Context: an optimization exercise on an open-source flow, tuned for small area, a short achievable clock period and few clock cycles per item. The choices shown serve that exercise and are no tape-out recipe.
In this exercise RTL edits were held to simulation tests only and were not proved equivalent to the original.

## flow/design.v (module list and top-level ports; edited modules follow where they fit)
// module melendez_mult: 711 lines
// module mm_fa: 6 lines
// module mm_fa1: 6 lines
// module mm_bsel: 5 lines
// module mm_ha: 6 lines
// module mm_add: 377 lines
// module mm_pg: 6 lines
// module mm_and2: 5 lines
// module mm_xor2: 5 lines
// module mm_inv: 5 lines
// module mm_blackp: 6 lines
// module mm_grayp: 5 lines
// module mm_blackn: 6 lines
// module mm_grayn: 5 lines
module melendez_mult (rst, clk, multiplier, multiplicand, product, done);
  // ...
==> flow/flow/run.sh <==
#!/bin/bash
set -euo pipefail
export BUFFER_PORTS_ARGS="-buffer_cell sky130_fd_sc_hd__buf_2"
bash standard.sh synth > flow_synth.log 2>&1
odb=orfs/results/sky130hd/melendez_mult/base/1_synth.odb
openroad -no_init -exit flow/downsize.tcl > flow_downsize.log 2>&1
bash standard.sh > flow_layout.log 2>&1
==> flow/flow/downsize.tcl <==
# Set every logic gate of the synthesized netlist to the smallest drive strength of
# its family (flip-flops, adders, buffers, inverters and tie cells are left alone).
set odb orfs/results/sky130hd/melendez_mult/base/1_synth.odb
read_db $odb
set db [ord::get_db]
set block [ord::get_db_block]
set n 0
set before 0.0
set after 0.0
foreach inst [$block getInsts] {
  set m [$inst getMaster]
  set name [$m getName]
  if {![regexp {^(sky130_fd_sc_hd__([a-z0-9]+))_([0-9]+)$} $name -> base fam drive]} { continue }
  if {[regexp {^(buf|inv|clkbuf|clkinv|clkinvlp|dfxtp|edfxtp|dfxbp|dfrtp|dfstp|fa|ha|conb|dlygate|clkdlybuf|dlymetal|bufbuf|lpflow|tap|fill|decap|mux2i|mux2)} $fam]} { continue }
  set best ""
  foreach d {1 0} {
    set cand [$db findMaster ${base}_$d]
    if {$cand != "NULL"} { set best $cand; break }
  }
  if {$best == "" || [$best getName] == $name} { continue }
  set before [expr {$before + [$m getWidth] * [$m getHeight] / 1e6}]
  set after [expr {$after + [$best getWidth] * [$best getHeight] / 1e6}]
  if {[$inst swapMaster $best]} { incr n }
}
puts "downsized $n instances: area $before -> $after um2"
write_db $odb
==> flow/standard.sh <==
#!/bin/bash
# synth_recipe.tcl (not shown) runs the flow's synth.tcl, then flattens the netlist and writes it again
# the make line also repeats each setting of config.mk as NAME=value (left out here)
make -C /OpenROAD-flow-scripts/flow DESIGN_CONFIG=/design/flow/config.mk WORK_HOME=/design/flow/orfs CLKGATE_MAP_FILE= SYNTH_SCRIPT=/design/flow/synth_recipe.tcl "${@:-finish}"
==> flow/config.mk <==
export PLATFORM = sky130hd
export DESIGN_NAME = melendez_mult
export DESIGN_NICKNAME = melendez_mult
export VERILOG_FILES = /design/flow/design.v
export SDC_FILE = /design/flow/constraint.sdc
export NUM_CORES = 4
export LEC_CHECK = 0
export CAP_MARGIN = 20
export CORE_MARGIN = 2
export CORE_UTILIZATION = 50
export CTS_BUF_LIST = sky130_fd_sc_hd__clkbuf_4 sky130_fd_sc_hd__clkbuf_8
export SETUP_SLACK_MARGIN = 1.0
export SLEW_MARGIN = 20
export SYNTH_HIERARCHICAL = 1
export SYNTH_MINIMUM_KEEP_SIZE = 0
==> flow/constraint.sdc <==
create_clock -name core_clock -period 5.0 [get_ports {clk}]
set_input_delay 1.0000 -clock core_clock [delete_from_list [all_inputs] [get_ports {clk}]]
set_output_delay 1.0000 -clock core_clock [all_outputs]
set_load 0.01 [all_outputs]
==> key figures, run 1 <==
Status
  • Status: timing/DRC/antenna clean

STA
  • Slew margin rel.: 45.7%
  • Fin crit period: 3960 ps
  • Worst Hold Slack: 564 ps

Clock tree
  • CTS tree: built
  • Gates resized, CTS repair: 17
  • Clock buffer depth: 2
  • Skew-Pair Late Insertion Delay: 470 ps

Routing
  • Max Used Layer: met4
  • DRT iter0 DRCs: 856
  • Drt drc: 0

Final layout
  • Fraction of area in multi-input gates: 60.3%
  • Number of multi-input logic gates: 868
  • Top Registers: c_q: 33 flops, s_q: 33 flops, lo_q: 24 flops
  • Post-layout util: 60.0%
  • Clk_buf instances: 18
  • Layout Nets: 1432
  • Fillcell total: 1894
  • Inverters excl. clock: 32
  • Top cell category: multi-input gates

Placement
  • Post-DP HPWL: 24.0 mm
  • Cell Area, Placed: 12800 sq um

Global routing
  • Initial antenna violation count: 0
  • Met2 Use GR: 47.3%
  • Aggregate global routing overflow: 0

Floorplanning
  • Die Y: 156 um
  • Die span in x: 156 um

Critical path
  • Worst r2r path cells: 13
  • Top delay family on crit path: adder cells
  • Critical path class: input port to flop
  • Critical Path Source Type: input port
  • Crit path to: s_q[2]
  • Most common cell on crit path: fa_1
  • Max stage delay on crit path: 580 ps
Testbench counts, summed over its fixed seeds: cycles 2,296, products 384.
==> inputs of run 2 (changes only) <==
--- a/flow/config.mk
+++ b/flow/config.mk
@@ -7,7 +7,7 @@
 export LEC_CHECK = 0
 export CAP_MARGIN = 20
 export CORE_MARGIN = 2
-export CORE_UTILIZATION = 50
+export CORE_UTILIZATION = 40
 export CTS_BUF_LIST = sky130_fd_sc_hd__clkbuf_4 sky130_fd_sc_hd__clkbuf_8
 export SETUP_SLACK_MARGIN = 1.0
 export SLEW_MARGIN = 20
==> run 2 against run 1 <==
  * Register-to-register slack improved by 80 ps
  * Via count down 0.38%
  * Critical path type unchanged
  * Sequential cell count did not move
  * Still clean
==> key figures, run 2 <==
STA
  • Slew margin rel.: 42.9% (-2.8 points)
  • Fin crit period: 3930 ps (-37.9 ps)
  • Worst Clk Skew: 17.5 ps
  • Max Clk Rate: 255 MHz
  • Slew @ Worst Pin: 857 ps
  • Endpoints failing hold: 0
  • Period utilization: 78.5%
  • RSZ-0062 raised after global routing: yes
  • Pins Over Slew Limit: 0
  • Final setup vio count: 0
  • Setup TNS: 0 ps
  • Worst Hold Slack: 601 ps (+36.8 ps)

Placement
  • Post-DP HPWL: 24.7 mm (+2.7%)
  • Placed cells: 1555
  • Cell Area, Placed: 12900 sq um (+1.1%)
  • GPL Wtd Cong: 0.892
  • PortBufs: 130

Floorplanning
  • CORE AREA: 28500 sq um
  • FP Rows: 62
  • Die area: 30200 sq um
  • Initial Util: 40.5%
  • Die Y: 174 um (+12%)
  • Die span in x: 174 um (+12%)
  • Ports: 131

Final layout
  • Top Registers: c_q: 33 flops, s_q: 33 flops, lo_q: 24 flops
  • Most common cell after layout, fill and taps aside: xnor2_1
  • Share of layout cells above drive strength 1: 20.4%
  • Post-layout util: 47.6% (-12 points)
  • Non-filler instance count after layout: 1592
  • Layout Nets: 1419 (-0.91%)
  • Layout area overhead: 17.7%
  • Design area: 13600 sq um
  • Most frequent cells in the layout: 165 x xnor2_1, 131 x a22oi_1, 131 x fa_1, 130 x buf_2, 107 x edfxtp_1

Synth
  • Mean Syn Cell Area: 11.2 sq um
  • Warnings from Yosys: 7
  • Post-Syn Area: 11500 sq um
  • Gate Count Post-Synth: 1028

Clock tree
  • Cts bufs inserted: 17
  • CTS root buffer: clkbuf_8
  • # clock sinks: 120
  • H-tree depth: 4
  • # hold bufs at CTS: 0
  • CTS tree: built
  • Skew-Pair Late Insertion Delay: 450 ps (-20 ps)
  • Clock buffer depth: 2 (unchanged)
  • Clock transition at path regs: 80 ps

Critical path
  • Most common cell on crit path: fa_1
  • Flop-to-flop setup slack: 1170 ps
  • Max Fanout on Critical Path: 17
  • Critical Path RT: 5190 ps
  • CP arrival: 4120 ps
  • Max stage delay on crit path: 590 ps (about the same)
  • Crit. End Element: flop
  • Critical Path Source Type: input port
  • Critical path class: input port to flop
  • Crit path max-delay cell type: o21ai_4
  • Crit-path cells: buf_2, mux2i_2, nand2_1, o21ai_4, buf_12, a22oi_1, xnor2_1, fa_1, fa_1, fa_1
  • Worst r2r src: first_q
  • Reg2reg end: s_q[22]
  • Worst r2r path cells: 10 (-3)

Global routing
  • Aggregate global routing overflow: 0 (unchanged)
  • Initial antenna violation count: 1 (+1)
  • First-pass GRT wire length: 53.1 mm
  • GRT Total Usage: 22.7%
  • Vias in the first global route: 9201
  • Largest net degree at the start of global routing: 47

Routing
  • Routed WL per cell: 21.5 um
  • Drt drc: 0 (unchanged)
  • Total number of vias: 9030
  • Final wirelength: 34.2 mm
  • Via-per-instance ratio: 5.67
  • DRT iter0 DRCs: 879 (+2.7%)
  • DRT Pass-1 Iters: 6
  • Antenna Violating Nets Remaining: 0

Worst hold path
  • Worst hold-check path type: flop to flop
  • Hold Startpoint: done_q
  • Hold Path Depth: 2
  • Hold EP: done_q

Status
  • Status: timing/DRC/antenna clean

Run
  • Max_cap viols: 0
-- run 2: how the worst max path moves through the flow --
stage,start,end,slack [ps],cells after the start
after floorplan,multiplier[2],s_q[10],160,9
after global placement,multiplier[4],s_q[1],280,12
after detailed placement,multiplier[4],s_q[14],230,12
after CTS,pb_q[1],product[57],1020,11
after global routing,s_q[5],product[55],920,10
final,multiplier[6],s_q[22],1070,10
-- run 2: final cells by class --
cell class              instances  area (sq um)
fillers                      2757         15000
multi-input cells             867          8210
flip-flops and latches        120          3480
repair buffers                156           907
well taps                     384           480
clock buffers                  17           234
clock inverters                15           158
inverters                      32           129
diodes                          1          2.50
-- run 2: per-layer routing --
layer | global-route usage, % | part of all wire (%) | vias up
met4 | 6.34 | 1.8 | 0
met2 | 37.5 | 48 | 422
met5 | 0 | 0 | -
met3 | 4.00 | 8.1 | 49
met1 | 30.9 | 42 | 4544
li1 | - | - | 4015
-- run 2: timing repair --
item,4_1_cts,5_1_grt
setup endpoints to repair,65,65
buffers inserted,0,4
pin swaps,0,4
resized for setup,18,36
-- run 2: per-stage QoR --
step,setup WS (ps)
after floorplan,155
after global placement,278
after detailed placement,229
after CTS,1020
after global routing,922
final,1070
-- run 2: worst max-delay path: cells and delay by family --
kind / cells / cell delay, ps
adders and majority gates: 3 / 1450
muxes: 1 / 190
and+or+nand+nor: 1 / 130
buffers and inverters: 2 / 340
xor gates and xnor gates: 1 / 300
AOI/OAI and AO/OA: 2 / 680

## separate check: timing with driven ports
The results above use ideal ports. As a check the final layouts listed here were re-extracted and re-timed, cells and wires unchanged.
Step 1, drivers: a clkbuf_16 drives clk and a buf_2 each remaining input, both assumed.
Step 2, shift: input delay + t, output delay - t, t = (earliest + latest rising clock arrival at the registers) / 2. This alone moves slack from input paths to output paths.
a / b / c = ideal / step 1 / step 2; a / b = the first two.
run | t, ns | slack for setup (ns) | hold slack, ns | slew at the worst register clock pin (ns)
run 1 | 0.506 | 1.036 / 0.995 / 0.547 | 0.564 / 0.564 / 0.564 | 0.09 / 0.09
run 2 | 0.493 | 1.074 / 1.056 / 0.597 | 0.601 / 0.601 / 0.601 | 0.10 / 0.10
After both steps setup and hold are still met in every run listed. For run 1, which loses most, drivers alone change the setup slack by -0.041 ns; drivers and shift together by -0.489 ns.
